Background: an optimization exercise with open tools, aiming at small area and a short achievable clock period. Do not read the settings as production practice.
Function was not checked in any run shown here: the RTL went through the layout flow alone.

`flow/config.mk`:
```
export PLATFORM = sky130hd
export DESIGN_NAME = calculator
export DESIGN_NICKNAME = calculator
export VERILOG_FILES = /design/flow/design.v
export SDC_FILE = /design/flow/constraint.sdc
export NUM_CORES = 8
export LEC_CHECK = 0
export CAP_MARGIN = 20
export CORE_MARGIN = 2
export CORE_UTILIZATION = 40
export SLEW_MARGIN = 20
export SYNTH_HIERARCHICAL = 1
export SYNTH_MINIMUM_KEEP_SIZE = 0
```
`flow/constraint.sdc`:
```
create_clock -name core_clock -period 160.0 [get_ports {CLK100MHZ}]
set_input_delay 32.0000 -clock core_clock [delete_from_list [all_inputs] [get_ports {CLK100MHZ}]]
set_output_delay 32.0000 -clock core_clock [all_outputs]
set_load 0.01 [all_outputs]
```
`flow/design.v`:
```
`timescale 1ns / 1ps
module clock_divider(
    input  logic [2:0] cnt,
    output logic [2:0] cnt_next
    );
    assign cnt_next[2] = cnt[1] & cnt[0];
    assign cnt_next[1] = cnt[1] ^ cnt[0];
    assign cnt_next[0] = ~cnt[0] & ~cnt[2];
endmodule
`timescale 1ns / 1ps
module dd_add3(input logic [3:0] x, output logic [3:0] y);
    logic n, xn, p;
    g_a221o u_c (.a1(x[2]), .a2(x[1]), .b1(x[2]), .b2(x[0]), .c1(x[3]), .y(y[3]));
    g_xor2  u_0 (.a(x[0]), .b(y[3]), .y(y[0]));
    g_nor2  u_n (.a(x[1]), .b(x[0]), .y(n));
    g_a22o  u_2 (.a1(x[3]), .a2(x[0]), .b1(x[2]), .b2(n), .y(y[2]));
    g_inv   u_i (.a(x[0]), .y(xn));
    g_nand2 u_p (.a(x[2]), .b(xn), .y(p));
    g_a22o  u_1 (.a1(x[1]), .a2(p), .b1(x[3]), .b2(xn), .y(y[1]));
endmodule
module dd_add3_7(input logic [2:0] x, output logic [3:0] y);
    logic n, xn, p;
    g_o21a  u_c (.a1(x[1]), .a2(x[0]), .b1(x[2]), .y(y[3]));
    g_xor2  u_0 (.a(x[0]), .b(y[3]), .y(y[0]));
    g_nor2  u_n (.a(x[1]), .b(x[0]), .y(n));
    g_and2  u_2 (.a(x[2]), .b(n), .y(y[2]));
    g_inv   u_i (.a(x[0]), .y(xn));
    g_nand2 u_p (.a(x[2]), .b(xn), .y(p));
    g_and2  u_1 (.a(x[1]), .b(p), .y(y[1]));
endmodule
module bin32_to_bcd #(parameter int NBITS = 31, parameter int NDIG = 8) (
    input  logic [NBITS-1:0] binary,
    output logic [4*NDIG-1:0] bcd
    );
    function automatic [63:0] dmax(input integer k, input integer j);
        reg [63:0] v, p;
        integer i;
        begin
            v = (64'd1 << k) - 64'd1;
            p = 64'd1;
            for (i = 0; i < j; i = i + 1) p = p * 64'd10;
            v = v / p;
            dmax = (v > 64'd9) ? 64'd9 : v;
        end
    endfunction
    logic [4*NDIG-1:0] st [0:NBITS];
    assign st[0] = '0;
    genvar k, j;
    generate
        for (k = 0; k < NBITS; k++) begin : g_stage
            logic [4*NDIG-1:0] corr;
            for (j = 0; j < NDIG; j++) begin : g_dig
                if (dmax(k, j) >= 8) begin : g_full
                    dd_add3 u (.x(st[k][4*j +: 4]), .y(corr[4*j +: 4]));
                end else if (dmax(k, j) >= 5) begin : g_7
                    dd_add3_7 u (.x(st[k][4*j +: 3]), .y(corr[4*j +: 4]));
                end else begin : g_pass
                    assign corr[4*j +: 4] = st[k][4*j +: 4];
                end
            end
            assign st[k+1] = {corr[4*NDIG-2:0], binary[NBITS-1-k]};
        end
    endgenerate
    assign bcd = st[NBITS];
endmodule
`timescale 1ns / 1ps
module g_inv  (input logic a, output logic y);              assign y = ~a; endmodule
module g_nand2(input logic a, b, output logic y);           assign y = ~(a & b); endmodule
module g_nor2 (input logic a, b, output logic y);           assign y = ~(a | b); endmodule
module g_and2 (input logic a, b, output logic y);           assign y = a & b; endmodule
module g_xor2 (input logic a, b, output logic y);           assign y = a ^ b; endmodule
module g_a22o (input logic a1, a2, b1, b2, output logic y); assign y = (a1 & a2) | (b1 & b2); endmodule
module g_a221o(input logic a1, a2, b1, b2, c1, output logic y);
    assign y = (a1 & a2) | (b1 & b2) | c1;
endmodule
module g_o21a (input logic a1, a2, b1, output logic y);     assign y = (a1 | a2) & b1; endmodule
module g_mux2i(input logic a0, a1, s, output logic y);      assign y = ~(s ? a1 : a0); endmodule
module seg_line #(parameter logic [15:0] TT = 16'h0) (input logic [3:0] v, output logic y);
    assign y = TT[v];
endmodule
module seven_segment(
    input  logic [3:0] sw_in,
    output logic [6:0] out
    );
    seg_line #(.TT(16'b1111000000010010)) u_a (.v(sw_in), .y(out[0]));
    seg_line #(.TT(16'b1110000001100000)) u_b (.v(sw_in), .y(out[1]));
    seg_line #(.TT(16'b1100110000000100)) u_c (.v(sw_in), .y(out[2]));
    seg_line #(.TT(16'b1000000010010010)) u_d (.v(sw_in), .y(out[3]));
    seg_line #(.TT(16'b1010101010111010)) u_e (.v(sw_in), .y(out[4]));
    seg_line #(.TT(16'b1000100010001110)) u_f (.v(sw_in), .y(out[5]));
    seg_line #(.TT(16'b0000000010000011)) u_g (.v(sw_in), .y(out[6]));
endmodule
`timescale 1ns / 1ps
module cl_fa(input logic a, b, c, output logic s, co);
    assign s  = a ^ b ^ c;
    assign co = (a & b) | (a & c) | (b & c);
endmodule
module cl_ha(input logic a, b, output logic s, co);
    assign s  = a ^ b;
    assign co = a & b;
endmodule
module cl_mul15(
    input  logic [14:0] x, y,
    output logic [29:0] p
    );
    logic [14:0] s [0:14];
    logic [14:0] c [0:14];
    genvar i, j;
    generate
        for (j = 0; j < 15; j++) begin : g_r0
            assign s[0][j] = x[j] & y[0];
            assign c[0][j] = 1'b0;
        end
        for (i = 1; i < 15; i++) begin : g_row
            for (j = 0; j < 15; j++) begin : g_col
                if (j == 14) begin : g_h
                    cl_ha h (.a(x[j] & y[i]), .b(c[i-1][j]), .s(s[i][j]), .co(c[i][j]));
                end else if (i == 1) begin : g_h1
                    cl_ha h (.a(x[j] & y[i]), .b(s[i-1][j+1]), .s(s[i][j]), .co(c[i][j]));
                end else begin : g_f
                    cl_fa f (.a(x[j] & y[i]), .b(s[i-1][j+1]), .c(c[i-1][j]), .s(s[i][j]), .co(c[i][j]));
                end
            end
        end
        for (i = 0; i < 15; i++) begin : g_lo
            assign p[i] = s[i][0];
        end
    endgenerate
    logic [13:0] rc;
    generate
        for (j = 0; j < 14; j++) begin : g_fin
            if (j == 0) begin : g_h
                cl_ha h (.a(s[14][j+1]), .b(c[14][j]), .s(p[15+j]), .co(rc[j]));
            end else begin : g_f
                cl_fa f (.a(s[14][j+1]), .b(c[14][j]), .c(rc[j-1]), .s(p[15+j]), .co(rc[j]));
            end
        end
    endgenerate
    assign p[29] = rc[13] | c[14][14];
endmodule
module cl_divrow #(parameter int W = 1, parameter bit P = 0) (
    input  logic [W-1:0] t,
    input  logic [W-1:0] opx,
    input  logic         cinx,
    input  logic         hzx,
    output logic         q,
    output logic [W-1:0] r
    );
    logic [W:0] cy;
    logic [W-1:0] df;
    assign cy[0] = cinx;
    genvar j;
    generate
        for (j = 0; j < W; j++) begin : g_b
            cl_fa f (.a(t[j]), .b(opx[j]), .c(cy[j]), .s(df[j]), .co(cy[j+1]));
        end
        if (P == 0) begin : g_q0
            assign q = cy[W] & hzx;
        end else begin : g_q1
            assign q = ~(cy[W] | hzx);
        end
        for (j = 0; j < W; j++) begin : g_m
            g_mux2i m (.a0(t[j]), .a1(df[j]), .s(q), .y(r[j]));
        end
    endgenerate
endmodule
module cl_divlast #(parameter int W = 16, parameter bit P = 0) (
    input  logic [W-1:0] t,
    input  logic [W-1:0] opx,
    input  logic         cinx,
    output logic         q
    );
    logic [W:0] cy;
    assign cy[0] = cinx;
    genvar j;
    generate
        for (j = 0; j < W; j++) begin : g_b
            assign cy[j+1] = (t[j] & opx[j]) | (t[j] & cy[j]) | (opx[j] & cy[j]);
        end
    endgenerate
    assign q = cy[W] ^ P;
endmodule
module calculator(
    input logic CLK100MHZ,
    input logic RST,      
    input logic [15:0] SW,
    input logic BTNU,  
    input logic BTND,  
    input logic BTNL,  
    input logic BTNR,  
    input logic BTNC,  
    output logic [7:0] AN,       
    output logic [7:0] out       
    );
    localparam int CUT = 11;    
    localparam int NLO = 16 - CUT;
    logic [2:0]  cnt5;        
    logic [19:0] refresh;     
    logic [2:0]  hist;        
    logic [1:0]  state;       
    logic [3:0]  op;          
    logic [15:0] a_mag;       
    logic        a_neg;
    logic [30:0] r_mag;       
    logic        r_neg;       
    logic        r_div;       
    localparam logic [1:0] IDLE = 2'd0, OPB = 2'd1, RES = 2'd2;
    genvar gi;
    logic [2:0] cnt5_next;
    clock_divider u_cnt (.cnt(cnt5), .cnt_next(cnt5_next));
    logic tick, any_op, press, a_load, calc;
    assign tick   = cnt5[2] & ~refresh[1] & refresh[0];    
    assign any_op = BTNU | BTND | BTNL | BTNR;
    assign press  = tick & ~hist[2] & hist[1];
    assign a_load = press & (state == IDLE) & any_op;
    assign calc   = press & (state == OPB) & BTNC;
    logic [19:0] refresh_next;
    logic [20:0] rfc;
    assign rfc[0] = 1'b1;
    generate
        for (gi = 0; gi < 20; gi++) begin : g_rf
            cl_ha h (.a(refresh[gi]), .b(rfc[gi]), .s(refresh_next[gi]), .co(rfc[gi+1]));
        end
    endgenerate
    logic s;
    assign s = SW[15];
    logic [15:0] lo_or;       
    logic [3:0] g4;
    assign g4[0] = |SW[3:0];
    assign g4[1] = |SW[7:4];
    assign g4[2] = |SW[11:8];
    assign g4[3] = |SW[15:12];
    generate
        for (gi = 0; gi < 16; gi++) begin : g_lor
            if (gi == 0) begin : g_z
                assign lo_or[gi] = 1'b0;
            end else begin : g_n
                logic part, grp;
                if (gi % 4 == 0) assign part = 1'b0;
                else             assign part = |SW[gi-1 : gi - gi % 4];
                if (gi < 4)       assign grp = 1'b0;
                else              assign grp = |g4[gi/4 - 1 : 0];
                assign lo_or[gi] = part | grp;
            end
        end
    endgenerate
    logic [15:0] b_mag;
    assign b_mag = SW ^ ({16{s}} & lo_or);
    logic b_nz;
    assign b_nz = |g4;
    logic [29:0] pm;
    cl_mul15 u_mul (.x(a_mag[14:0]), .y(b_mag[14:0]), .p(pm));
    logic [30:0] prod;
    always_comb begin
        prod = {1'b0, pm};
        prod[30:15] = {1'b0, pm[29:15]} | ({16{a_mag[15]}} & b_mag) | ({16{b_mag[15]}} & a_mag);
    end
    logic [15:0] hzs, hzr;    
    assign hzs[15] = 1'b1;
    assign hzr[15] = 1'b1;
    generate
        for (gi = 14; gi >= 0; gi--) begin : g_hz
            assign hzs[gi] = hzs[gi+1] & ~b_mag[gi+1];
            assign hzr[gi] = hzr[gi+1] & ~a_mag[gi+1];
        end
    endgenerate
    logic [15:0] q_pre;
    logic [15:0] rem_pre [0:CUT];
    assign rem_pre[0] = '0;
    generate
        for (gi = 0; gi < CUT; gi++) begin : g_pre
            localparam bit P = gi % 2;
            logic [gi:0] t, r;
            logic nb;
            assign nb = a_mag[15-gi] ^ P;
            if (gi == 0) begin : g_t0
                assign t = nb;
            end else begin : g_t
                assign t = {rem_pre[gi][gi-1:0], nb};
            end
            cl_divrow #(.W(gi+1), .P(P)) row (.t(t), .opx(b_mag[gi:0] ^ {(gi+1){~P}}), .cinx(~P),
                                              .hzx(hzs[gi] ^ P), .q(q_pre[15-gi]), .r(r));
            assign rem_pre[gi+1] = {{(15-gi){1'b0}}, r};
        end
    endgenerate
    logic [30:0] dstate;
    assign dstate = {{(31 - CUT - CUT - NLO){1'b0}}, q_pre[15:16-CUT], rem_pre[CUT][CUT-1:0], a_mag[NLO-1:0]};
    logic [15:0] quot;
    logic [15:0] rem_post [CUT:16];
    assign rem_post[CUT] = {{(16-CUT){1'b0}}, r_mag[NLO +: CUT]};
    generate
        for (gi = CUT; gi < 16; gi++) begin : g_post
            localparam bit P = gi % 2;
            logic [gi:0] t;
            assign t = {rem_post[gi][gi-1:0], r_mag[15-gi] ^ P};
            if (gi < 15) begin : g_row
                logic [gi:0] r;
                cl_divrow #(.W(gi+1), .P(P)) row (.t(t), .opx(a_mag[gi:0] ^ {(gi+1){~P}}), .cinx(~P),
                                                  .hzx(hzr[gi] ^ P), .q(quot[15-gi]), .r(r));
                assign rem_post[gi+1] = {{(15-gi){1'b0}}, r};
            end else begin : g_last
                cl_divlast #(.W(16), .P(P)) row (.t(t), .opx(a_mag ^ {16{~P}}), .cinx(~P), .q(quot[0]));
            end
        end
    endgenerate
    assign quot[15:16-CUT] = r_mag[NLO+CUT +: CUT];
    logic d_nz;               
    assign d_nz = |a_mag;
    logic eff_sub;
    assign eff_sub = a_neg ^ s ^ op[1];
    logic [16:0] gc;          
    assign gc[0] = 1'b1;
    generate
        for (gi = 0; gi < 16; gi++) begin : g_ge
            assign gc[gi+1] = (a_mag[gi] & ~b_mag[gi]) | (a_mag[gi] & gc[gi]) | (~b_mag[gi] & gc[gi]);
        end
    endgenerate
    logic geq, flip;
    assign geq  = gc[16];
    assign flip = eff_sub & ~geq;
    logic [16:0] ac;
    logic [15:0] asum;
    assign ac[0] = eff_sub & geq;
    generate
        for (gi = 0; gi < 16; gi++) begin : g_as
            cl_fa f (.a(a_mag[gi]), .b(b_mag[gi] ^ eff_sub), .c(ac[gi]), .s(asum[gi]), .co(ac[gi+1]));
        end
    endgenerate
    logic [16:0] as_m;
    assign as_m = {ac[16] & ~eff_sub, asum ^ {16{flip}}};
    logic [30:0] res_m;
    logic        res_neg;
    always_comb begin
        res_m = '0;
        res_neg = 1'b0;
        if (op[0] | op[1]) begin
            res_m = {14'd0, as_m};
            res_neg = a_neg ^ flip;
        end else if (op[2]) begin
            res_m = prod;
            res_neg = a_neg ^ s;
        end else if (op[3]) begin
            res_m = dstate;
            res_neg = a_neg ^ s;
        end
    end
    always_ff @(posedge CLK100MHZ) begin
        if (RST) begin
            cnt5    <= '0;
            refresh <= '0;
            state   <= IDLE;
            hist    <= '0;
            op      <= '0;
        end else begin
            cnt5    <= cnt5_next;
            refresh <= refresh_next;
            if (tick) begin
                hist <= {hist[1:0], any_op | BTNC};
                if (press) begin
                    if      (BTNU) op <= 4'b0001;
                    else if (BTND) op <= 4'b0010;
                    else if (BTNL) op <= 4'b0100;
                    else if (BTNR) op <= 4'b1000;
                    case (state)
                        IDLE: if (any_op) state <= OPB;
                        OPB:  if (BTNC)   state <= RES;
                        RES:              state <= IDLE;
                        default: ;
                    endcase
                end
            end
        end
    end
    always_ff @(posedge CLK100MHZ) begin
        if (a_load | calc) a_mag <= b_mag;
        if (a_load) a_neg <= s;
        if (calc) begin
            r_mag <= res_m;
            r_neg <= res_neg;
            r_div <= op[3];
        end
    end
    logic [2:0] d;
    assign d = refresh[19:17];
    logic is_res;
    assign is_res = (state == RES);
    logic [30:0] val;
    logic        neg;
    always_comb begin
        if (!is_res) begin
            val = {15'd0, b_mag};
            neg = s;
        end else if (r_div) begin
            val = {15'd0, quot & {16{d_nz}}};
            neg = r_neg & (|val);
        end else begin
            val = r_mag;
            neg = r_neg & (|val);
        end
    end
    logic [31:0] bcd;
    bin32_to_bcd #(.NBITS(31), .NDIG(8)) u_bcd (.binary(val), .bcd(bcd));
    logic [7:0] dsel;
    always_comb begin
        dsel = '0;
        dsel[d] = 1'b1;
    end
    logic minus;
    assign minus = dsel[7] & neg;
    logic [3:0] nib;
    always_comb begin
        nib = {4{minus}};
        for (int i = 0; i < 8; i++) nib = nib | ({4{dsel[i]}} & bcd[4*i +: 4]);
    end
    logic [6:0] seg;
    seven_segment u_seg (.sw_in(nib), .out(seg));
    assign AN  = ~dsel;
    assign out = {1'b1, seg};
endmodule
```
`flow/run.sh`:
```
#!/bin/bash
# synth_recipe.tcl (not shown) runs the flow's synth.tcl, then flattens the netlist and writes it again
# the make line also repeats each setting of config.mk as NAME=value (left out here)
make -C /OpenROAD-flow-scripts/flow DESIGN_CONFIG=/design/flow/config.mk WORK_HOME=/design/flow/orfs CLKGATE_MAP_FILE= SYNTH_SCRIPT=/design/flow/synth_recipe.tcl finish
```
==> results list, run 1 <==
- The flow ran to the end and the layout has no timing, DRC or antenna violations.
- At the end of routability-driven placement, the weighted congestion stood at ~0.9.
- Data arrives at the worst endpoint at between 40000 and 50000 ps.
- Area of the mapped netlist: ~23000 um2
* Worst setup path category: input port to primary output
- Detail-routed net length per standard cell: between 15 and 20 um
- The initial antenna violation count was 4.
* WL final: approximately 59000 um
- Counting along the longest clock path gives a buffer depth of 2.
- Final number of hold-violating endpoints: 0
* Number of buffers inserted during clock tree synthesis: 9
- Class of the most critical hold timing path: register to register
- Summing over every cut layer, the via total after detailed routing is 18580.
- Summed over all layers, the global routing overflow is 0.
- Number of flip-flops and latches in the synthesized netlist: 82
- Flip-flop cell with the highest count after synthesis: sky130_fd_sc_hd__edfxtp_1
* Pin count of the biggest net entering global routing: 36
- Library cell with the largest summed area after synthesis: sky130_fd_sc_hd__fa_1
- Most area-consuming cells after synthesis: sky130_fd_sc_hd__fa_1, sky130_fd_sc_hd__a22o_1, sky130_fd_sc_hd__and2_1, sky130_fd_sc_hd__edfxtp_1, sky130_fd_sc_hd__mux2i_1
* Root buffer cell: sky130_fd_sc_hd__clkbuf_16
* Number of buffers inserted by post-CTS setup repair: 0
- The count of pins over their slew limit came to 0.
- Library cells used by synthesis: 82
- After detailed routing, the number of remaining DRC violations is 0.
* Initial core utilization: between 40% and 50%
- Destination of the worst register-to-register timing path: r_mag[6]
- The worst pin sits at a relative slew slack of between 30 and 40%.
- Hold wc startpoint: hist[2]
- The most critical setup path has its startpoint at SW[1].
- Placeable core region: about 56000 um2
- Sum of net half-perimeters after detailed placement: 47000 um
- The number of global-route vias before repair is 18567.
- Dominant cell type by count on the critical path: sky130_fd_sc_hd__a221o_1
- The largest single stage delay on the critical path is between 600 and 700 ps.
* Drt pass-1 iters: 6
* Global routing usage summed across all routing layers: approximately 20%
* Portion of the clock cycle consumed by the worst path in the final layout: 48.8%
* Data required time of the worst path: 128000 ps
* Vias per inst: 5.72
* Wire length of the first global-routing pass: ~97000 um
- Hold-fix buffers at CTS: 0
- In this run the mean area of a mapped cell was 9.23 um2.
* Area share of the largest cell type after synthesis: about 29%
* Layout cells sized above 1: between 3 and 4%
- For this run, asynchronously set or reset flops after synthesis account for 0%.
- The initialized floorplan defines 87 standard-cell rows.
* Die footprint: 59000 um2
- Max-capacitance violation count: 0
* Slack of the worst reg-to-reg path: about 130000 ps
* RSZ-0062 raised after global routing: no
* Dpl cell area: 24000 um2
- TritonCTS built the clock tree.
- The synthesized design contains 50 enable-type register cells.
* Fmax: ~13 MHz
- Final TNS setup: 0 ps
- Following the worst setup path forward leads to its endpoint at out[3].
* Post-layout net count: between 2000 and 3000
- On the critical path, the stage with the largest delay is an instance of sky130_fd_sc_hd__clkdlybuf4s50_1.
* Kind of end point of the critical path: primary output
- In this run the critical register-to-register path is launched from a_mag[15].
* Skew final: 7.64 ps
- The area growth from synthesis to layout is 6.56%.
* Least-Margin Pin Slew: roughly 950 ps
- Clock transition at path regs: approximately 60 ps
- Vert. Die Dim: about 240 um
- Measured in cells, the most critical reg-to-reg path has a length of 84.
- The later pin in the worst-skew pair is clocked with a latency of 370 ps.
- Residual antenna-violating net count after detailed routing: 0
* Horiz. Die Dim: ~240 um
- Setup violations remaining at the end of the flow were counted as 0.
- Share of synthesized area occupied by flip-flops and latches: about a tenth
- After the flow finishes, the layout carries non-filler instances totaling approximately 3300.
* Input/output buffers: 37
- Final Instance Area: ~24000 um2
* Number of placed I/O pins: 39
- Final hold analysis gives a worst-case slack of 508 ps.
- For this run, the number of Yosys warnings is 15.
- CTS built an H-tree with a depth of 3.
- In this run, placement finished with an instance count of about 3200.
- For this block, the initial DRC count from the detailed router was 1040.
- After clock tree synthesis, the repair step resized 0 gates.
* Sink count of the clock tree: 82
- Synthesized netlist cell count: approximately 2500
* CP Max Fanout: 20
* Count of fill cells added during filler insertion: about 5600
* Minimum clock period after layout: 78090 ps
- CP Launch Type: input port
## cell families (layout without fill, tap and decap cells)
family | count (synthesis) | after routing | synth area share (%)
AO/OA/AOI/OAI | 602 | 602 | 22.4
XOR/XNOR | 167 | 167 | 6.41
adder cells (fa/ha/maj) | 394 | 394 | 32.5
buffers and inverters | 273 | 274 | 5.53
flip-flops | 82 | 82 | 9.39
multiplexers | 131 | 131 | 5.76
other | 3 | 22 | 0.0493
AND/OR/NAND/NOR | 822 | 822 | 18.0
## stage by stage
| stage | setup slack [ps] | util (%) |
|---|---|---|
| final | 81910 | 43.1 |
| after global routing | 81090 | 43.1 |
| after global placement | 82140 | 42.6 |
| after CTS | 81880 | 43.1 |
| after floorplan | 83860 | - |
| after detailed placement | 81910 | 42.6 |
## per-layer routing
layer | part of all wire, % | GRT usage [%] | vias up
met1 | 43 | 25.3 | 9143
met2 | 48 | 34.6 | 456
met3 | 4.6 | 2.66 | 115
li1 | - | - | 8862
met4 | 4.3 | 8.50 | 4
met5 | 0.037 | 0 | -
## cells in the mapped netlist, types with 28 or more instances
cell type / instances
sky130_fd_sc_hd__ha_1: 62
sky130_fd_sc_hd__a221o_1: 127
sky130_fd_sc_hd__o21ai_0: 38
sky130_fd_sc_hd__mux2i_1: 129
sky130_fd_sc_hd__nor2_1: 190
sky130_fd_sc_hd__fa_1: 331
sky130_fd_sc_hd__dfxtp_1: 32
sky130_fd_sc_hd__clkbuf_1: 38
sky130_fd_sc_hd__nand2_1: 241
sky130_fd_sc_hd__buf_4: 45
sky130_fd_sc_hd__inv_1: 172
sky130_fd_sc_hd__a22o_1: 257
sky130_fd_sc_hd__and2_1: 263
sky130_fd_sc_hd__edfxtp_1: 50
sky130_fd_sc_hd__a21oi_1: 32
sky130_fd_sc_hd__nor2b_1: 28
sky130_fd_sc_hd__xor2_1: 141
## modules after synthesis, one instance, submodules excluded, excerpt
module / cell area (um2) / cells
cl_mul15: 1770 / 272
clock_divider: 16.3 / 2
g_a221o: 10.0 / 1
g_nand2: 3.75 / 1
g_o21a: 7.51 / 1
g_and2: 6.26 / 1
g_mux2i: 10.0 / 1
cl_fa: 20.0 / 1
g_xor2: 8.76 / 1
g_nor2: 3.75 / 1
g_a22o: 8.76 / 1
g_inv: 3.75 / 1
cl_ha: 12.5 / 1
calculator: 5850 / 700
## sequential cells by signal (all words and copies together), names as in the netlist
name / count
a_mag: 16
a_neg: 1
cnt5: 3
hist: 3
op: 4
r_div: 1
r_mag: 31
r_neg: 1
refresh: 20
state: 2
## how the worst min path moves through the flow
stage | slack (ps) | depth (start not counted) | to
2_1_floorplan | 450 | 0 | r_div
3_3_place_gp | 480 | 2 | hist[2]
3_5_place_dp | 490 | 2 | hist[1]
4_1_cts | 510 | 2 | hist[0]
5_1_grt | 540 | 2 | hist[2]
6_report | 510 | 2 | hist[2]
## layout make-up
type / count / area [um2] / area share, %
multi-input cells: 2135 / 19600 / 80.4
flip-flops and latches: 82 / 2140 / 8.81
well taps: 756 / 946 / 3.89
repair buffers: 83 / 711 / 2.92
inverters: 175 / 657 / 2.70
clock buffers: 9 / 225 / 0.926
clock inverters: 7 / 76.3 / 0.314
diodes: 3 / 7.51 / 0.0309
## critical path: cells and delay by family
kind                     cells  cell delay (ps)
AO/OA/AOI/OAI               19             7730
XOR/XNOR                    14             2970
buffers and inverters        3             1450
AND/OR/NAND/NOR              6             1220
adder cells (fa/ha/maj)      1              390
multiplexers                 1              290
## layout by cell type, fill, tap and decap left out, types with 36 or more instances in the layout
master                              n
sky130_fd_sc_hd__o21ai_0           38
sky130_fd_sc_hd__buf_4             46
sky130_fd_sc_hd__a22o_1           257
sky130_fd_sc_hd__fa_1             331
sky130_fd_sc_hd__a221o_1          127
sky130_fd_sc_hd__nand2_1          241
sky130_fd_sc_hd__mux2i_1          129
sky130_fd_sc_hd__xor2_1           140
sky130_fd_sc_hd__edfxtp_1          50
sky130_fd_sc_hd__and2_1           263
sky130_fd_sc_hd__ha_1              62
sky130_fd_sc_hd__nor2_1           190
sky130_fd_sc_hd__clkdlybuf4s50_1   36
sky130_fd_sc_hd__inv_1            172
==> run 2: changes to the inputs <==
--- a/flow/design.v
+++ b/flow/design.v
@@ -12,4 +12,6 @@
     logic n, xn, p;
-    g_a221o u_c (.a1(x[2]), .a2(x[1]), .b1(x[2]), .b2(x[0]), .c1(x[3]), .y(y[3]));
-    g_xor2  u_0 (.a(x[0]), .b(y[3]), .y(y[0]));
+    logic t;
+    g_o21ai  u_t (.a1(x[1]), .a2(x[0]), .b1(x[2]), .y(t));
+    g_nand2b u_c (.an(x[3]), .b(t), .y(y[3]));
+    g_xor2   u_0 (.a(x[0]), .b(y[3]), .y(y[0]));
     g_nor2  u_n (.a(x[1]), .b(x[0]), .y(n));
@@ -30,4 +32,6 @@
 endmodule
-module bin32_to_bcd #(parameter int NBITS = 31, parameter int NDIG = 8) (
+module bin32_to_bcd #(parameter int NBITS = 31, parameter int NDIG = 8, parameter int INJ = 18) (
     input  logic [NBITS-1:0] binary,
+    input  logic             inj,        
+    input  logic [2:0]       inj_val,    
     output logic [4*NDIG-1:0] bcd
@@ -50,10 +54,24 @@
         for (k = 0; k < NBITS; k++) begin : g_stage
-            logic [4*NDIG-1:0] corr;
+            logic [4*NDIG-1:0] cur, corr;
+            if (k == INJ) begin : g_inj
+                for (j = 0; j < NDIG; j++) begin : g_d
+                    if (dmax(k, j) == 0) begin : g_z
+                        assign cur[4*j +: 4] = st[k][4*j +: 4];
+                    end else if (j == 0) begin : g_0
+                        assign cur[3] = st[k][3] & ~inj;
+                        assign cur[2:0] = inj ? inj_val : st[k][2:0];
+                    end else begin : g_n
+                        assign cur[4*j +: 4] = st[k][4*j +: 4] & {4{~inj}};
+                    end
+                end
+            end else begin : g_pass
+                assign cur = st[k];
+            end
             for (j = 0; j < NDIG; j++) begin : g_dig
                 if (dmax(k, j) >= 8) begin : g_full
-                    dd_add3 u (.x(st[k][4*j +: 4]), .y(corr[4*j +: 4]));
+                    dd_add3 u (.x(cur[4*j +: 4]), .y(corr[4*j +: 4]));
                 end else if (dmax(k, j) >= 5) begin : g_7
-                    dd_add3_7 u (.x(st[k][4*j +: 3]), .y(corr[4*j +: 4]));
+                    dd_add3_7 u (.x(cur[4*j +: 3]), .y(corr[4*j +: 4]));
                 end else begin : g_pass
-                    assign corr[4*j +: 4] = st[k][4*j +: 4];
+                    assign corr[4*j +: 4] = cur[4*j +: 4];
                 end
@@ -77,5 +95,16 @@
 module g_mux2i(input logic a0, a1, s, output logic y);      assign y = ~(s ? a1 : a0); endmodule
-module seg_line #(parameter logic [15:0] TT = 16'h0) (input logic [3:0] v, output logic y);
-    assign y = TT[v];
-endmodule
+module g_o21ai(input logic a1, a2, b1, output logic y);     assign y = ~((a1 | a2) & b1); endmodule
+module g_nand2b(input logic an, b, output logic y);         assign y = ~(~an & b); endmodule
+module g_nand3(input logic a, b, c, output logic y);        assign y = ~(a & b & c); endmodule
+module g_xnor2(input logic a, b, output logic y);           assign y = ~(a ^ b); endmodule
+module g_or2  (input logic a, b, output logic y);           assign y = a | b; endmodule
+module g_a21o (input logic a1, a2, b1, output logic y);     assign y = (a1 & a2) | b1; endmodule
+module g_a21oi(input logic a1, a2, b1, output logic y);     assign y = ~((a1 & a2) | b1); endmodule
+module g_o22a (input logic a1, a2, b1, b2, output logic y); assign y = (a1 | a2) & (b1 | b2); endmodule
+module g_a31oi(input logic a1, a2, a3, b1, output logic y); assign y = ~((a1 & a2 & a3) | b1); endmodule
+module g_o31ai(input logic a1, a2, a3, b1, output logic y); assign y = ~((a1 | a2 | a3) & b1); endmodule
+module g_nor4 (input logic a, b, c, d, output logic y);     assign y = ~(a | b | c | d); endmodule
+module g_nor3 (input logic a, b, c, output logic y);        assign y = ~(a | b | c); endmodule
+module g_nand4(input logic a, b, c, d, output logic y);     assign y = ~(a & b & c & d); endmodule
+module g_maj3 (input logic a, b, c, output logic y);        assign y = (a & b) | (a & c) | (b & c); endmodule
 module seven_segment(
@@ -84,9 +113,22 @@
     );
-    seg_line #(.TT(16'b1111000000010010)) u_a (.v(sw_in), .y(out[0]));
-    seg_line #(.TT(16'b1110000001100000)) u_b (.v(sw_in), .y(out[1]));
-    seg_line #(.TT(16'b1100110000000100)) u_c (.v(sw_in), .y(out[2]));
-    seg_line #(.TT(16'b1000000010010010)) u_d (.v(sw_in), .y(out[3]));
-    seg_line #(.TT(16'b1010101010111010)) u_e (.v(sw_in), .y(out[4]));
-    seg_line #(.TT(16'b1000100010001110)) u_f (.v(sw_in), .y(out[5]));
-    seg_line #(.TT(16'b0000000010000011)) u_g (.v(sw_in), .y(out[6]));
+    logic [3:0] x;
+    assign x = sw_in;
+    logic a0, a1, b0, b1, c0, d0, d1, e0, f0, g0, g1, x3n;
+    g_nor2  u_a0 (.a(x[3]), .b(~x[0]), .y(a0));
+    g_a21oi u_a1 (.a1(x[0]), .a2(x[2]), .b1(x[1]), .y(a1));
+    g_o22a  u_a  (.a1(x[2]), .a2(a0), .b1(a1), .b2(x[3]), .y(out[0]));
+    g_inv   u_b0 (.a(x[3]), .y(x3n));
+    g_o21ai u_b1 (.a1(x[0]), .a2(x[1]), .b1(x[2]), .y(b1));
+    g_a31oi u_b  (.a1(x[0]), .a2(x[1]), .a3(x3n), .b1(b1), .y(out[1]));
+    g_nor2  u_c0 (.a(x[0]), .b(x[2]), .y(c0));
+    g_o21a  u_c  (.a1(x[3]), .a2(c0), .b1(x[1]), .y(out[2]));
+    g_nand3 u_d0 (.a(x[0]), .b(x[1]), .c(x[2]), .y(d0));
+    g_xnor2 u_d1 (.a(x[0]), .b(x[2]), .y(d1));
+    g_o31ai u_d  (.a1(x[1]), .a2(x[3]), .a3(d1), .b1(d0), .y(out[3]));
+    g_nor2  u_e0 (.a(x[1]), .b(x[3]), .y(e0));
+    g_a21o  u_e  (.a1(x[2]), .a2(e0), .b1(x[0]), .y(out[4]));
+    g_nor2  u_f0 (.a(x[2]), .b(x[3]), .y(f0));
+    g_maj3  u_f  (.a(x[1]), .b(x[0]), .c(f0), .y(out[5]));
+    g_or2   u_g1 (.a(x[1]), .b(x[2]), .y(g1));
+    g_a21oi u_g  (.a1(d0), .a2(g1), .b1(x[3]), .y(out[6]));
 endmodule
@@ -182,2 +224,54 @@
 endmodule
+module cl_absmag(
+    input  logic [15:0] x,
+    output logic [15:0] m
+    );
+    logic s;
+    assign s = x[15];
+    logic [2:0] ng;           
+    genvar i;
+    generate
+        for (i = 0; i < 3; i++) begin : g_ng
+            g_nor4 u (.a(x[4*i]), .b(x[4*i+1]), .c(x[4*i+2]), .d(x[4*i+3]), .y(ng[i]));
+        end
+    endgenerate
+    logic n12, n13, n14;      
+    g_inv   u_n12 (.a(x[12]), .y(n12));
+    g_nor2  u_n13 (.a(x[12]), .b(x[13]), .y(n13));
+    g_nor3  u_n14 (.a(x[12]), .b(x[13]), .c(x[14]), .y(n14));
+    logic lo13, lo14, lo15;   
+    g_nand4 u_l13 (.a(ng[0]), .b(ng[1]), .c(ng[2]), .d(n12), .y(lo13));
+    g_nand4 u_l14 (.a(ng[0]), .b(ng[1]), .c(ng[2]), .d(n13), .y(lo14));
+    g_nand4 u_l15 (.a(ng[0]), .b(ng[1]), .c(ng[2]), .d(n14), .y(lo15));
+    logic sn;
+    g_inv   u_sn  (.a(s), .y(sn));
+    g_nor2  u_m15 (.a(sn), .b(lo15), .y(m[15]));
+    logic t13, t14;
+    g_and2  u_t13 (.a(s), .b(lo13), .y(t13));
+    g_and2  u_t14 (.a(s), .b(lo14), .y(t14));
+    g_xor2  u_m13 (.a(x[13]), .b(t13), .y(m[13]));
+    g_xor2  u_m14 (.a(x[14]), .b(t14), .y(m[14]));
+    logic [12:0] lo;
+    generate
+        for (i = 0; i < 13; i++) begin : g_lo
+            if (i == 0) begin : g_z
+                assign lo[i] = 1'b0;
+            end else begin : g_n
+                logic part, grp;
+                if (i % 4 == 0) begin : g_p0
+                    assign part = 1'b0;
+                end else begin : g_p
+                    assign part = |x[i-1 : i - i % 4];
+                end
+                if (i < 4) begin : g_g0
+                    assign grp = 1'b0;
+                end else begin : g_g
+                    assign grp = ~&ng[i/4 - 1 : 0];
+                end
+                assign lo[i] = part | grp;
+            end
+        end
+    endgenerate
+    assign m[12:0] = x[12:0] ^ ({13{s}} & lo);
+endmodule
 module calculator(
@@ -226,26 +320,4 @@
     assign s = SW[15];
-    logic [15:0] lo_or;       
-    logic [3:0] g4;
-    assign g4[0] = |SW[3:0];
-    assign g4[1] = |SW[7:4];
-    assign g4[2] = |SW[11:8];
-    assign g4[3] = |SW[15:12];
-    generate
-        for (gi = 0; gi < 16; gi++) begin : g_lor
-            if (gi == 0) begin : g_z
-                assign lo_or[gi] = 1'b0;
-            end else begin : g_n
-                logic part, grp;
-                if (gi % 4 == 0) assign part = 1'b0;
-                else             assign part = |SW[gi-1 : gi - gi % 4];
-                if (gi < 4)       assign grp = 1'b0;
-                else              assign grp = |g4[gi/4 - 1 : 0];
-                assign lo_or[gi] = part | grp;
-            end
-        end
-    endgenerate
     logic [15:0] b_mag;
-    assign b_mag = SW ^ ({16{s}} & lo_or);
-    logic b_nz;
-    assign b_nz = |g4;
+    cl_absmag u_abs (.x(SW), .m(b_mag));
     logic [29:0] pm;
@@ -386,18 +458,13 @@
     assign is_res = (state == RES);
+    logic [15:0] rlo;         
+    assign rlo = r_div ? (quot & {16{d_nz}}) : r_mag[15:0];
     logic [30:0] val;
-    logic        neg;
-    always_comb begin
-        if (!is_res) begin
-            val = {15'd0, b_mag};
-            neg = s;
-        end else if (r_div) begin
-            val = {15'd0, quot & {16{d_nz}}};
-            neg = r_neg & (|val);
-        end else begin
-            val = r_mag;
-            neg = r_neg & (|val);
-        end
-    end
+    assign val[30:16] = r_mag[30:16] & {15{~r_div}};
+    assign val[15:13] = rlo[15:13];
+    assign val[12:0]  = is_res ? rlo[12:0] : b_mag[12:0];
+    logic neg;
+    assign neg = is_res ? (r_neg & ((|val[30:16]) | (|rlo))) : s;
     logic [31:0] bcd;
-    bin32_to_bcd #(.NBITS(31), .NDIG(8)) u_bcd (.binary(val), .bcd(bcd));
+    bin32_to_bcd #(.NBITS(31), .NDIG(8), .INJ(18)) u_bcd (.binary(val), .inj(~is_res),
+                                                          .inj_val(b_mag[15:13]), .bcd(bcd));
     logic [7:0] dsel;
==> run 2 against run 1 <==
Still clean on timing, DRC and antenna; register-to-register slack got worse by 670 ps; routed wire length rose by 1.5%; core utilization barely moved; synthesized area fell by 0.60%.
==> results list, run 2 <==
- Commonest cells after routing, fill and taps aside: sky130_fd_sc_hd__fa_1, sky130_fd_sc_hd__a22o_1, sky130_fd_sc_hd__and2_1, sky130_fd_sc_hd__nand2_1, sky130_fd_sc_hd__inv_1
- The initial antenna violation count came to 1 (-3).
* Global routing usage summed across all routing layers: 20.5% (+0.37 points)
* Clock transition at path regs: 60 ps (about the same)
- Count of fill cells added during filler insertion: 5528 (-0.79%)
* Run status: timing/DRC/antenna clean
* Number of buffers inserted by post-CTS setup repair: 0 (unchanged)
* Registers with the most flip-flops: r_mag x31, refresh x20, a_mag x16
- Initial core utilization: 40.3% (-0.17 points)
- Via count of the first global-routing pass: 18829 (+1.4%)
- The combined area of all synthesized cells is 22700 um2 (-0.60%).
- The worst setup path is launched from an input port.
* Synth warn: 14 (-1)
- Final routed DRC violation total: 0 (unchanged)
* Resized Gates After CTS: 0 (unchanged)
- Mean Syn Cell Area: 8.99 um2 (-2.6%)
* Post-layout net count: 2960 (+2.0%)
- Detail-routed net length per standard cell: 18.1 um (-0.32%)
- Antenna fix cells: 0 (-3)
- Number of buffers inserted during clock tree synthesis: 9 (unchanged)
- The clock latency on the worst-skew pair is 340 ps (-30 ps).
- Final-report max-slew violation count: 0 (unchanged)
- The commonest cells after synthesis are sky130_fd_sc_hd__fa_1, sky130_fd_sc_hd__a22o_1, sky130_fd_sc_hd__and2_1.
* Input/output buffers: 37 (unchanged)
- Hold Path Depth: 2 (unchanged)
- The via-per-instance ratio is 5.59 (-2.1%).
- Source of the worst register-to-register timing path: a_mag[15]
- Max H-tree Level: 3 (unchanged)
- The total of max-cap violations is 0 (unchanged).
- Residual antenna-violating net count after detailed routing: 0 (unchanged)
- The die height is 242 um (-0.30%).
- The aggregate routed wire length came to 59800 um (+1.5%).
- The path class of the tightest hold or removal check is register to register.
- The startpoint identified for the worst hold timing path is op[0].
- Ranked by flip-flop count, first place goes to r_mag.
- The share of synthesized area occupied by flip-flops and latches was 9.44% (+0.057 points).
- The final-report setup violation count came to 0 (unchanged).
- Final number of hold-violating endpoints: 0 (unchanged)
* RSZ-0062 raised after global routing: no
- The cell sitting at the root of the clock tree is a sky130_fd_sc_hd__clkbuf_16.
- The maximum clock insertion buffer count was 2 (unchanged).
* Layout cells sized above 1: 4.58% (+0.61 points)
* Skew final: 8.79 ps (+1.15 ps)
- The full die area came to 58600 um2 (-0.59%).
* Critical path buffer and inverter count: 4 (+1)
- Syn-to-layout area delta: 6.96%
- Hold-fix buffers at CTS: 0 (unchanged)
- The instance count of the mapped netlist was 2524 (+2.0%).
* Sum of net half-perimeters after detailed placement: 46900 um (-0.12%)
- The core outline area came to 56300 um2 (-0.19%).
* Total global routing overflow: 0 (unchanged)
- Worst reg2reg path depth: 84 (unchanged)
- The pin slew with the least headroom to its limit was 1100 ps (+146 ps).
- Sink count of the clock tree: 82 (unchanged)
- The peak per-stage delay on the critical path came to 700 ps (+30 ps).
* Pin count of the biggest net entering global routing: 51 (+42%)
* Placer congestion estimate: 0.942 (+2.2%)
- Library cells used by synthesis: 79 (-3.7%)
- The flip-flop count of the largest register after layout came to 31 (unchanged).
* Routed via count: 18512 (-0.37%)
* Drt pass-1 iters: 7 (+1)
- The headroom to the max-slew limit came to 26.3% (-10 points).
- The library cell used most frequently in the layout, excluding fill and tap cells, is sky130_fd_sc_hd__fa_1.
* Area share of the largest cell type after synthesis: 29.2% (+0.18 points)
- The number of register bits inferred by synthesis came to 82 (unchanged).
- Highest-delay cell along the critical path: sky130_fd_sc_hd__nor4_2
* Worst setup path category: input port to primary output
* Number of placed I/O pins: 39 (unchanged)
- Slack of the worst reg-to-reg path: 129810 ps (-670 ps)
- Share of flip-flops with an asynchronous set or reset after synthesis: 0% (unchanged)
- The wire length of the first global-routing pass is 98000 um (+1.5%).
- Final TNS setup: 0 ps (unchanged)
- In this design, the largest share of critical-path delay is due to simple AND/OR/NAND/NOR gates.
- The most used flip-flop cell after synthesis is sky130_fd_sc_hd__edfxtp_1.
- Arrival @ worst endpoint: 43550 ps (-2540 ps)
- Ranked by total cell area, the synthesized netlist is headed by sky130_fd_sc_hd__fa_1, sky130_fd_sc_hd__a22o_1, sky130_fd_sc_hd__and2_1, sky130_fd_sc_hd__edfxtp_1, sky130_fd_sc_hd__mux2i_1.
- Horiz. Die Dim: 242 um (-0.30%)
- The site row count was 87 (unchanged).
* Fmax: 13.2 MHz (+3.4%)
* Most used standard cell by instance count after synthesis: sky130_fd_sc_hd__fa_1
* Portion of the clock cycle consumed by the worst path in the final layout: 47.2% (-1.6 points)
- End point of the worst hold path: op[0]
- Minimum clock period after layout: 75550 ps (-2540 ps)
- Number of flops mapped to enable cells by yosys: 50 (unchanged)
* Data required time of the worst path: 128000 ps (about the same)
* Kind of end point of the critical path: primary output
- Destination of the worst register-to-register timing path: r_mag[10]
- The worst hold slack was 492 ps (-16.3 ps).
- The number of DRC markers in iteration 0 was 1217 (+17%).
- TritonCTS built the clock tree.
- The largest driver fanout on the critical path was 28 (+40%).
- The biggest area contributor in the post-synthesis netlist is sky130_fd_sc_hd__fa_1.
run 2: layer usage:
layer | vias to the layer above | track usage (%) | part of all wire (%) | wire (um)
li1 | 8743 | - | - | -
met1 | 9252 | 26.8 | 44 | 26300
met2 | 420 | 35.3 | 48 | 28500
met3 | 95 | 2.26 | 4.6 | 2750
met4 | 2 | 6.88 | 3.7 | 2240
met5 | - | 0 | 0.022 | 13
run 2: worst register-to-register path, delay by kind of cell, from the launching register on:
family	cells	cell delay [ps]
AOI/OAI and AO/OA	2	480
adders and majority gates	56	22580
buffers and inverters	3	710
DFF	1	380
muxes	11	2360
and+or+nand+nor	12	3470
run 2: final cells by class:
class | instances | area [um2] | area share, %
inverters | 183 | 687 | 2.83
clock buffers | 11 | 264 | 1.09
well taps | 756 | 946 | 3.90
clock inverters | 5 | 38.8 | 0.160
repair buffers | 84 | 718 | 2.96
multi-input cells | 2188 | 19500 | 80.2
flip-flops and latches | 82 | 2140 | 8.83
run 2: cell families after synthesis:
| group | synth area share [%] |
|---|---|
| multiplexers | 5.98 |
| other | 0.0496 |
| flip-flops | 9.44 |
| XOR/XNOR | 6.45 |
| AO/OA/AOI/OAI | 18.6 |
| adder cells (fa/ha/maj) | 32.6 |
| AND/OR/NAND/NOR | 21.5 |
| buffers and inverters | 5.44 |
run 2: how the worst max path moves through the flow:
stage          startpoint  endpoint  cells past startpoint
2_1_floorplan       SW[1]    out[6]                     49
3_3_place_gp        SW[0]    out[6]                     53
3_5_place_dp        SW[0]    out[6]                     53
4_1_cts             SW[0]    out[6]                     53
5_1_grt             SW[0]    out[6]                     53
6_report            SW[0]    out[6]                     53
run 2: modules after synthesis (local to each module, per instance), excerpt:
module         times used  flops+latches  area, um2
calculator              1             82       5090
cl_ha                  49              0       12.5
cl_mul15                1              0       1770
clock_divider           1              0       16.3
g_a21oi                 2              0       8.76
g_a22o                254              0       8.76
g_mux2i               120              0       10.0
g_nand2b              127              0       6.26
g_nor2                139              0       3.75
g_nor4                  3              0       12.5
run 2: through the flow:
step | worst slack (ps) | cells | cell area [um2] | util [%]
final | 84450 | 3309 | 24300 | 43.1
after detailed placement | 84550 | 3293 | 24000 | 42.6
after CTS | 84520 | 3309 | 24300 | 43.1
after floorplan | 87080 | 2540 | 22700 | -
after global routing | 83190 | 3309 | 24300 | 43.1
after global placement | 84840 | 3293 | 24000 | 42.6
==> run 3: changes to the inputs <==
--- a/flow/design.v
+++ b/flow/design.v
@@ -60,4 +60,9 @@
                     end else if (j == 0) begin : g_0
+                        logic [2:0] ta, tb;
                         assign cur[3] = st[k][3] & ~inj;
-                        assign cur[2:0] = inj ? inj_val : st[k][2:0];
+                        for (genvar b = 0; b < 3; b++) begin : g_b
+                            g_nand2 ua (.a(inj), .b(inj_val[b]), .y(ta[b]));
+                            g_nand2 ub (.a(~inj), .b(st[k][b]), .y(tb[b]));
+                            g_nand2 uc (.a(ta[b]), .b(tb[b]), .y(cur[b]));
+                        end
                     end else begin : g_n
@@ -108,2 +113,3 @@
 module g_nand4(input logic a, b, c, d, output logic y);     assign y = ~(a & b & c & d); endmodule
+module g_a222oi(input logic a1, a2, b1, b2, c1, c2, output logic y); assign y = ~((a1 & a2) | (b1 & b2) | (c1 & c2)); endmodule
 module g_maj3 (input logic a, b, c, output logic y);        assign y = (a & b) | (a & c) | (b & c); endmodule
@@ -143,13 +149,23 @@
 endmodule
+module cl_han(input logic an, bn, output logic sn, con);
+    g_xnor2 u_s (.a(an), .b(bn), .y(sn));
+    g_or2   u_c (.a(an), .b(bn), .y(con));
+endmodule
 module cl_mul15(
     input  logic [14:0] x, y,
-    output logic [29:0] p
+    output logic [29:0] pn
     );
-    logic [14:0] s [0:14];
-    logic [14:0] c [0:14];
+    logic [14:0] s [0:14];    
+    logic [14:0] c [0:14];    
+    logic [14:0] pp [0:14];   
     genvar i, j;
     generate
+        for (i = 0; i < 15; i++) begin : g_pp
+            for (j = 0; j < 15; j++) begin : g_c
+                g_nand2 u (.a(x[j]), .b(y[i]), .y(pp[i][j]));
+            end
+        end
         for (j = 0; j < 15; j++) begin : g_r0
-            assign s[0][j] = x[j] & y[0];
-            assign c[0][j] = 1'b0;
+            assign s[0][j] = pp[0][j];
+            assign c[0][j] = 1'b1;
         end
@@ -158,7 +174,7 @@
                 if (j == 14) begin : g_h
-                    cl_ha h (.a(x[j] & y[i]), .b(c[i-1][j]), .s(s[i][j]), .co(c[i][j]));
+                    cl_han h (.an(pp[i][j]), .bn(c[i-1][j]), .sn(s[i][j]), .con(c[i][j]));
                 end else if (i == 1) begin : g_h1
-                    cl_ha h (.a(x[j] & y[i]), .b(s[i-1][j+1]), .s(s[i][j]), .co(c[i][j]));
+                    cl_han h (.an(pp[i][j]), .bn(s[i-1][j+1]), .sn(s[i][j]), .con(c[i][j]));
                 end else begin : g_f
-                    cl_fa f (.a(x[j] & y[i]), .b(s[i-1][j+1]), .c(c[i-1][j]), .s(s[i][j]), .co(c[i][j]));
+                    cl_fa f (.a(pp[i][j]), .b(s[i-1][j+1]), .c(c[i-1][j]), .s(s[i][j]), .co(c[i][j]));
                 end
@@ -167,3 +183,3 @@
         for (i = 0; i < 15; i++) begin : g_lo
-            assign p[i] = s[i][0];
+            assign pn[i] = s[i][0];
         end
@@ -174,5 +190,5 @@
             if (j == 0) begin : g_h
-                cl_ha h (.a(s[14][j+1]), .b(c[14][j]), .s(p[15+j]), .co(rc[j]));
+                cl_han h (.an(s[14][j+1]), .bn(c[14][j]), .sn(pn[15+j]), .con(rc[j]));
             end else begin : g_f
-                cl_fa f (.a(s[14][j+1]), .b(c[14][j]), .c(rc[j-1]), .s(p[15+j]), .co(rc[j]));
+                cl_fa f (.a(s[14][j+1]), .b(c[14][j]), .c(rc[j-1]), .s(pn[15+j]), .co(rc[j]));
             end
@@ -180,3 +196,3 @@
     endgenerate
-    assign p[29] = rc[13] | c[14][14];
+    g_and2 u_top (.a(rc[13]), .b(c[14][14]), .y(pn[29]));
 endmodule
@@ -228,2 +244,19 @@
     );
+    logic [15:0] lo;          
+    genvar i;
+    generate
+        for (i = 0; i < 16; i++) begin : g_lo
+            if (i == 0) begin : g_z
+                assign lo[i] = 1'b0;
+            end else begin : g_n
+                assign lo[i] = |x[i-1:0];
+            end
+        end
+    endgenerate
+    assign m = x ^ ({16{x[15]}} & lo);
+endmodule
+module cl_abstop(
+    input  logic [15:0] x,
+    output logic [2:0]  m        
+    );
     logic s;
@@ -247,3 +280,3 @@
     g_inv   u_sn  (.a(s), .y(sn));
-    g_nor2  u_m15 (.a(sn), .b(lo15), .y(m[15]));
+    g_nor2  u_m15 (.a(sn), .b(lo15), .y(m[2]));
     logic t13, t14;
@@ -251,26 +284,4 @@
     g_and2  u_t14 (.a(s), .b(lo14), .y(t14));
-    g_xor2  u_m13 (.a(x[13]), .b(t13), .y(m[13]));
-    g_xor2  u_m14 (.a(x[14]), .b(t14), .y(m[14]));
-    logic [12:0] lo;
-    generate
-        for (i = 0; i < 13; i++) begin : g_lo
-            if (i == 0) begin : g_z
-                assign lo[i] = 1'b0;
-            end else begin : g_n
-                logic part, grp;
-                if (i % 4 == 0) begin : g_p0
-                    assign part = 1'b0;
-                end else begin : g_p
-                    assign part = |x[i-1 : i - i % 4];
-                end
-                if (i < 4) begin : g_g0
-                    assign grp = 1'b0;
-                end else begin : g_g
-                    assign grp = ~&ng[i/4 - 1 : 0];
-                end
-                assign lo[i] = part | grp;
-            end
-        end
-    endgenerate
-    assign m[12:0] = x[12:0] ^ ({13{s}} & lo);
+    g_xor2  u_m13 (.a(x[13]), .b(t13), .y(m[0]));
+    g_xor2  u_m14 (.a(x[14]), .b(t14), .y(m[1]));
 endmodule
@@ -322,8 +333,10 @@
     cl_absmag u_abs (.x(SW), .m(b_mag));
-    logic [29:0] pm;
-    cl_mul15 u_mul (.x(a_mag[14:0]), .y(b_mag[14:0]), .p(pm));
-    logic [30:0] prod;
+    logic [2:0] b_top;        
+    cl_abstop u_abst (.x(SW), .m(b_top));
+    logic [29:0] pmn;
+    cl_mul15 u_mul (.x(a_mag[14:0]), .y(b_mag[14:0]), .pn(pmn));
+    logic [30:0] prodn;
     always_comb begin
-        prod = {1'b0, pm};
-        prod[30:15] = {1'b0, pm[29:15]} | ({16{a_mag[15]}} & b_mag) | ({16{b_mag[15]}} & a_mag);
+        prodn = {1'b1, pmn};
+        prodn[30:15] = {1'b1, pmn[29:15]} & ~({16{a_mag[15]}} & b_mag) & ~({16{b_mag[15]}} & a_mag);
     end
@@ -405,9 +418,9 @@
     always_comb begin
-        res_m = '0;
+        res_m = '1;
         res_neg = 1'b0;
         if (op[0] | op[1]) begin
-            res_m = {14'd0, as_m};
+            res_m = ~{14'd0, as_m};
             res_neg = a_neg ^ flip;
         end else if (op[2]) begin
-            res_m = prod;
+            res_m = prodn;
             res_neg = a_neg ^ s;
@@ -459,5 +472,5 @@
     logic [15:0] rlo;         
-    assign rlo = r_div ? (quot & {16{d_nz}}) : r_mag[15:0];
+    assign rlo = r_div ? (quot & {16{d_nz}}) : ~r_mag[15:0];
     logic [30:0] val;
-    assign val[30:16] = r_mag[30:16] & {15{~r_div}};
+    assign val[30:16] = ~(r_mag[30:16] | {15{r_div}});
     assign val[15:13] = rlo[15:13];
@@ -468,3 +481,3 @@
     bin32_to_bcd #(.NBITS(31), .NDIG(8), .INJ(18)) u_bcd (.binary(val), .inj(~is_res),
-                                                          .inj_val(b_mag[15:13]), .bcd(bcd));
+                                                          .inj_val(b_top), .bcd(bcd));
     logic [7:0] dsel;
@@ -477,6 +490,15 @@
     logic [3:0] nib;
-    always_comb begin
-        nib = {4{minus}};
-        for (int i = 0; i < 8; i++) nib = nib | ({4{dsel[i]}} & bcd[4*i +: 4]);
-    end
+    genvar gb;
+    generate
+        for (gb = 0; gb < 4; gb++) begin : g_nib
+            logic t0, t1, t2;
+            g_a222oi u0 (.a1(dsel[0]), .a2(bcd[gb]),      .b1(dsel[1]), .b2(bcd[4+gb]),
+                         .c1(dsel[2]), .c2(bcd[8+gb]),    .y(t0));
+            g_a222oi u1 (.a1(dsel[3]), .a2(bcd[12+gb]),   .b1(dsel[4]), .b2(bcd[16+gb]),
+                         .c1(dsel[5]), .c2(bcd[20+gb]),   .y(t1));
+            g_a222oi u2 (.a1(dsel[6]), .a2(bcd[24+gb]),   .b1(dsel[7]), .b2(bcd[28+gb]),
+                         .c1(minus),   .c2(1'b1),         .y(t2));
+            g_nand3  u3 (.a(t0), .b(t1), .c(t2), .y(nib[gb]));
+        end
+    endgenerate
     logic [6:0] seg;
==> run 3 against run 2 <==
Non-clock buffer count increased by 5; global-route usage up 0.43 points; die area is 0.19% lower; synthesized area shrank 0.19%; core utilization rose by 0.34 points; fmax up 0.63%; critical path depth shrank 1; critical endpoint unchanged.
==> results list, run 3 <==
- Run status: timing/DRC/antenna clean
* Post-Place Cells: 3442 (+4.5%)
- Final core utilization: 43.5% (+0.34 points)
- The post-cts resize count is 0 (unchanged).
- Among all stages on the critical path, the largest delay is contributed by sky130_fd_sc_hd__clkdlybuf4s50_1.
- Minimum clock period after layout: 75070 ps (-477 ps)
- Pin count of the biggest net entering global routing: 51 (unchanged)
- The number of cells on the worst reg-to-reg path came to 85 (+1.2%).
* Layout cells sized above 1: 5.77% (+1.2 points)
- Arrival @ worst endpoint: 43070 ps (-480 ps)
- The worst setup path is captured at a primary output.
* Drt pass-1 iters: 7 (unchanged)
- Clock transition at path regs: 70 ps (about the same)
- In this run the critical register-to-register path is captured at r_mag[13].
- Horiz. Die Dim: 242 um (about the same)
- The total of max-cap violations was 0 (unchanged).
* Slack of the worst reg-to-reg path: 129390 ps (-420 ps)
* Global routing usage summed across all routing layers: 20.9% (+0.43 points)
- Commonest cells in the netlist: sky130_fd_sc_hd__nand2_1, sky130_fd_sc_hd__fa_1, sky130_fd_sc_hd__a22o_1
- Source of the worst register-to-register timing path: a_mag[15]
* Share of synthesized area occupied by flip-flops and latches: 9.46% (+0.018 points)
- Setup repair after global routing left no endpoint under its margin.
- The wire length of the first global-routing pass came to 101000 um (+3.0%).
- The combined area of all synthesized cells is 22600 um2 (-0.19%).
- Class of the most critical hold timing path: register to register
- Of all cell types, the one taking the most synthesized area is sky130_fd_sc_hd__fa_1.
- Maximum count of clock buffers along a single path: 2 (unchanged)
* Number of placed I/O pins: 39 (unchanged)
- Portion of the clock cycle consumed by the worst path in the final layout: 46.9% (-0.30 points)
- Registers with the most flip-flops: r_mag x31, refresh x20, a_mag x16
* Commonest cells after routing, fill and taps aside: sky130_fd_sc_hd__nand2_1, sky130_fd_sc_hd__fa_1, sky130_fd_sc_hd__a22o_1, sky130_fd_sc_hd__nor2_1, sky130_fd_sc_hd__inv_1
- Most common cell after layout, fill and taps aside: sky130_fd_sc_hd__nand2_1
- Residual antenna-violating net count after detailed routing: 0 (unchanged)
- Synth warn: 18 (+4)
* Final routed DRC violation total: 0 (unchanged)
- WL final: 60600 um (+1.3%)
- The proportion of synthesized flip-flops having asynchronous set or reset is 0% (unchanged).
- The instance count of the mapped netlist is 2644 (+4.8%).
- The post-layout net count was 3080 (+4.1%).
- The full die area came to 58500 um2 (-0.19%).
* Via count of the first global-routing pass: 20080 (+6.6%)
- Final-report max-slew violation count: 0 (unchanged)
- Syn-to-layout area delta: 7.80%
* Skew final: 9.39 ps (+0.603 ps)
- The number of DRC markers in iteration 0 came to 1129 (-7.2%).
- The maximum clock rate came to 13.3 MHz (+0.63%).
* Clock tree from TritonCTS: yes
- The largest driver fanout on the critical path came to 30 (+7.1%).
* Least-Margin Pin Slew: 1030 ps (-62.7 ps)
- Final number of hold-violating endpoints: 0 (unchanged)
- Dominant cell type by count on the critical path: sky130_fd_sc_hd__xor2_1
- Total global routing overflow: 0 (unchanged)
* Clock latency reported for the late side of the worst-skew pair: 340 ps (about the same)
- The clock buffer count from CTS is 9 (unchanged).
* Number of buffers inserted by post-CTS setup repair: 0 (unchanged)
- The most used flip-flop cell after synthesis is sky130_fd_sc_hd__edfxtp_1.
- The worst path required time is 128000 ps (about the same).
- Detail-routed net length per standard cell: 17.5 um (-3.0%)
- Slowest Stage Delay on Critical Path: 550 ps (-150 ps)
- Worst setup startpoint: SW[0]
* Finish-stage setup viols: 0 (unchanged)
- The number of register bits inferred by synthesis was 82 (unchanged).
- The site row count was 87 (unchanged).
- The setup path with the least slack is of type input port to primary output.
* Final TNS setup: 0 ps (unchanged)
* Sink count of the clock tree: 82 (unchanged)
- The number of standard cells in the final layout excluding fillers came to 3458 (+4.5%).
* Library cells used by synthesis: 77 (-2.5%)
* Max H-tree Level: 3 (unchanged)
- Most used standard cell by instance count after synthesis: sky130_fd_sc_hd__nand2_1
* Top reg by flops: r_mag
- Number of flops mapped to enable cells by yosys: 50 (unchanged)
- Input/output buffers: 37 (unchanged)
- The initial standard-cell utilization of the core was 40.3% (about the same).
- Antenna violations before repair: 0 (-1)
* Vert. Die Dim: 242 um (about the same)
- The antenna diode instance count came to 0 (unchanged).
- The worst setup path is launched from an input port.
- Sum of net half-perimeters after detailed placement: 47000 um (+0.18%)
- The count of hold buffers inserted by post-cts repair is 0 (unchanged).
- The mean instance size in the synthesized netlist came to 8.56 um2 (-4.7%).
- The flip-flop count of the largest register after layout came to 31 (unchanged).
- Most area-consuming cells after synthesis: sky130_fd_sc_hd__fa_1, sky130_fd_sc_hd__a22o_1, sky130_fd_sc_hd__nand2_1, sky130_fd_sc_hd__edfxtp_1, sky130_fd_sc_hd__mux2i_1
- Critical path endpoint: out[6]
- Placer congestion estimate: 0.929 (-1.3%)
- Vias per inst: 5.61 (+0.27%)
* Worst-case headroom to the max-slew limit: 31.0% (+4.7 points)
- Placeable core region: 56200 um2 (-0.19%)
- The fraction of post-synthesis cell area in the top cell type by area was 29.3% (+0.056 points).
- Root buffer cell: sky130_fd_sc_hd__clkbuf_16
* Routed via count: 19398 (+4.8%)
## run 3: cell types whose count changed in the layout (fill, tap and decap cells not counted), moves of 22 or more
cell	previous run	this run
sky130_fd_sc_hd__a21oi_1	27	55
sky130_fd_sc_hd__a221oi_1	33	11
sky130_fd_sc_hd__and2_1	248	24
sky130_fd_sc_hd__ha_1	58	29
sky130_fd_sc_hd__nand2_1	190	430
sky130_fd_sc_hd__nor2_1	173	211
sky130_fd_sc_hd__nor2b_1	54	27
sky130_fd_sc_hd__nor3_1	21	45
sky130_fd_sc_hd__o21ai_0	5	40
sky130_fd_sc_hd__or2_1	4	31
sky130_fd_sc_hd__xnor2_1	18	49
## run 3: cells by family after synthesis
family	count (synthesis)	share of synthesized area, %
and+or+nand+nor	1011	21.4
DFF	82	9.46
muxes	129	5.70
xor gates and xnor gates	197	7.62
other	3	0.0497
AOI/OAI and AO/OA	606	19.7
buffers and inverters	253	5.08
adders and majority gates	363	31.0
## run 3: final cells by class
cell class                      instances  area (um2)
Fill cell                            5596       31800
Multi-Input combinational cell       2330       19500
Sequential cell                        82        2140
Tap cell                              756         946
Timing Repair Buffer                   89         756
Inverter                              185         694
Clock buffer                           10         250
Clock inverter                          6        77.6
## run 3: routing by layer
| layer | GRT usage, % | share of wire, % | up-vias |
|---|---|---|---|
| met4 | 7.44 | 3.5 | 0 |
| met2 | 38.5 | 51 | 413 |
| met5 | 0 | 0 | - |
| met1 | 25.4 | 42 | 9656 |
| met3 | 1.86 | 4.0 | 108 |
| li1 | - | - | 9221 |
## run 3: how the worst min path moves through the flow
stage	start	endpoint	depth (start not counted)
6_report	op[1]	op[1]	2
5_1_grt	op[1]	op[1]	2
4_1_cts	op[1]	op[1]	2
3_5_place_dp	hist[0]	hist[0]	2
3_3_place_gp	op[1]	op[1]	2
2_1_floorplan	op[1]	op[1]	2
## run 3: metrics by stage
| stage | cell area (um2) | hold WS [ps] | setup WS [ps] |
|---|---|---|---|
| global route | 24400 | 538 | 83810 |
| global placement | 24100 | 466 | 85460 |
| detailed placement | 24100 | 500 | 85110 |
| finish | 24400 | 511 | 84930 |
| floorplan | 22700 | 453 | 87640 |
| CTS | 24400 | 510 | 85090 |
## run 3: Yosys stat by module (local to each module, per instance), a selection
| module | flip-flops and latches | copies in the design | cell area (um2) | cells inside |
|---|---|---|---|---|
| g_nor2 | 0 | 139 | 3.75 | 1 |
| g_or2 | 0 | 30 | 6.26 | 1 |
| clock_divider | 0 | 1 | 16.3 | 2 |
| g_a22o | 0 | 254 | 8.76 | 1 |
| g_xnor2 | 0 | 30 | 8.76 | 1 |
| cl_absmag | 0 | 1 | 295 | 39 |
## run 3: critical path: cells and delay by family
kind / cells / cell delay [ps]
xor+xnor: 14 / 3740
buf+inv: 3 / 1220
simple gates: 20 / 4390
compound gates: 15 / 1720

separate check: timing with driven ports:
The results above use ideal ports. As a check the final layouts listed here were re-extracted and re-timed, cells and wires unchanged.
Step 1 assumes that a clkbuf_16 drives the clock port and a buf_2 every other input.
Step 2 times the ports against the registers' clock, not the clock port: input delays grow and output delays shrink by t, the midpoint of the rising clock arrivals with the driver on.
Slacks: no drivers / after step 1 / after step 2; pairs: no drivers / after step 1.
run	t (ns)	setup slack, ns	hold WS [ns]	worst register clock-pin slew, ns	worst slew at a driven data input, ns
run 1	0.414	81.905 / 81.864 / 81.864	0.508 / 0.508 / 0.508	0.07 / 0.07	0.14
run 2	0.385	84.450 / 84.428 / 84.428	0.492 / 0.492 / 0.492	0.07 / 0.07	0.06
run 3	0.386	84.926 / 84.904 / 84.904	0.511 / 0.511 / 0.511	0.07 / 0.07	0.03
After both steps setup and hold are still met in every run listed. The setup slack of run 1, which loses most, moves by -0.041 ns with the drivers and by -0.041 ns with both steps.
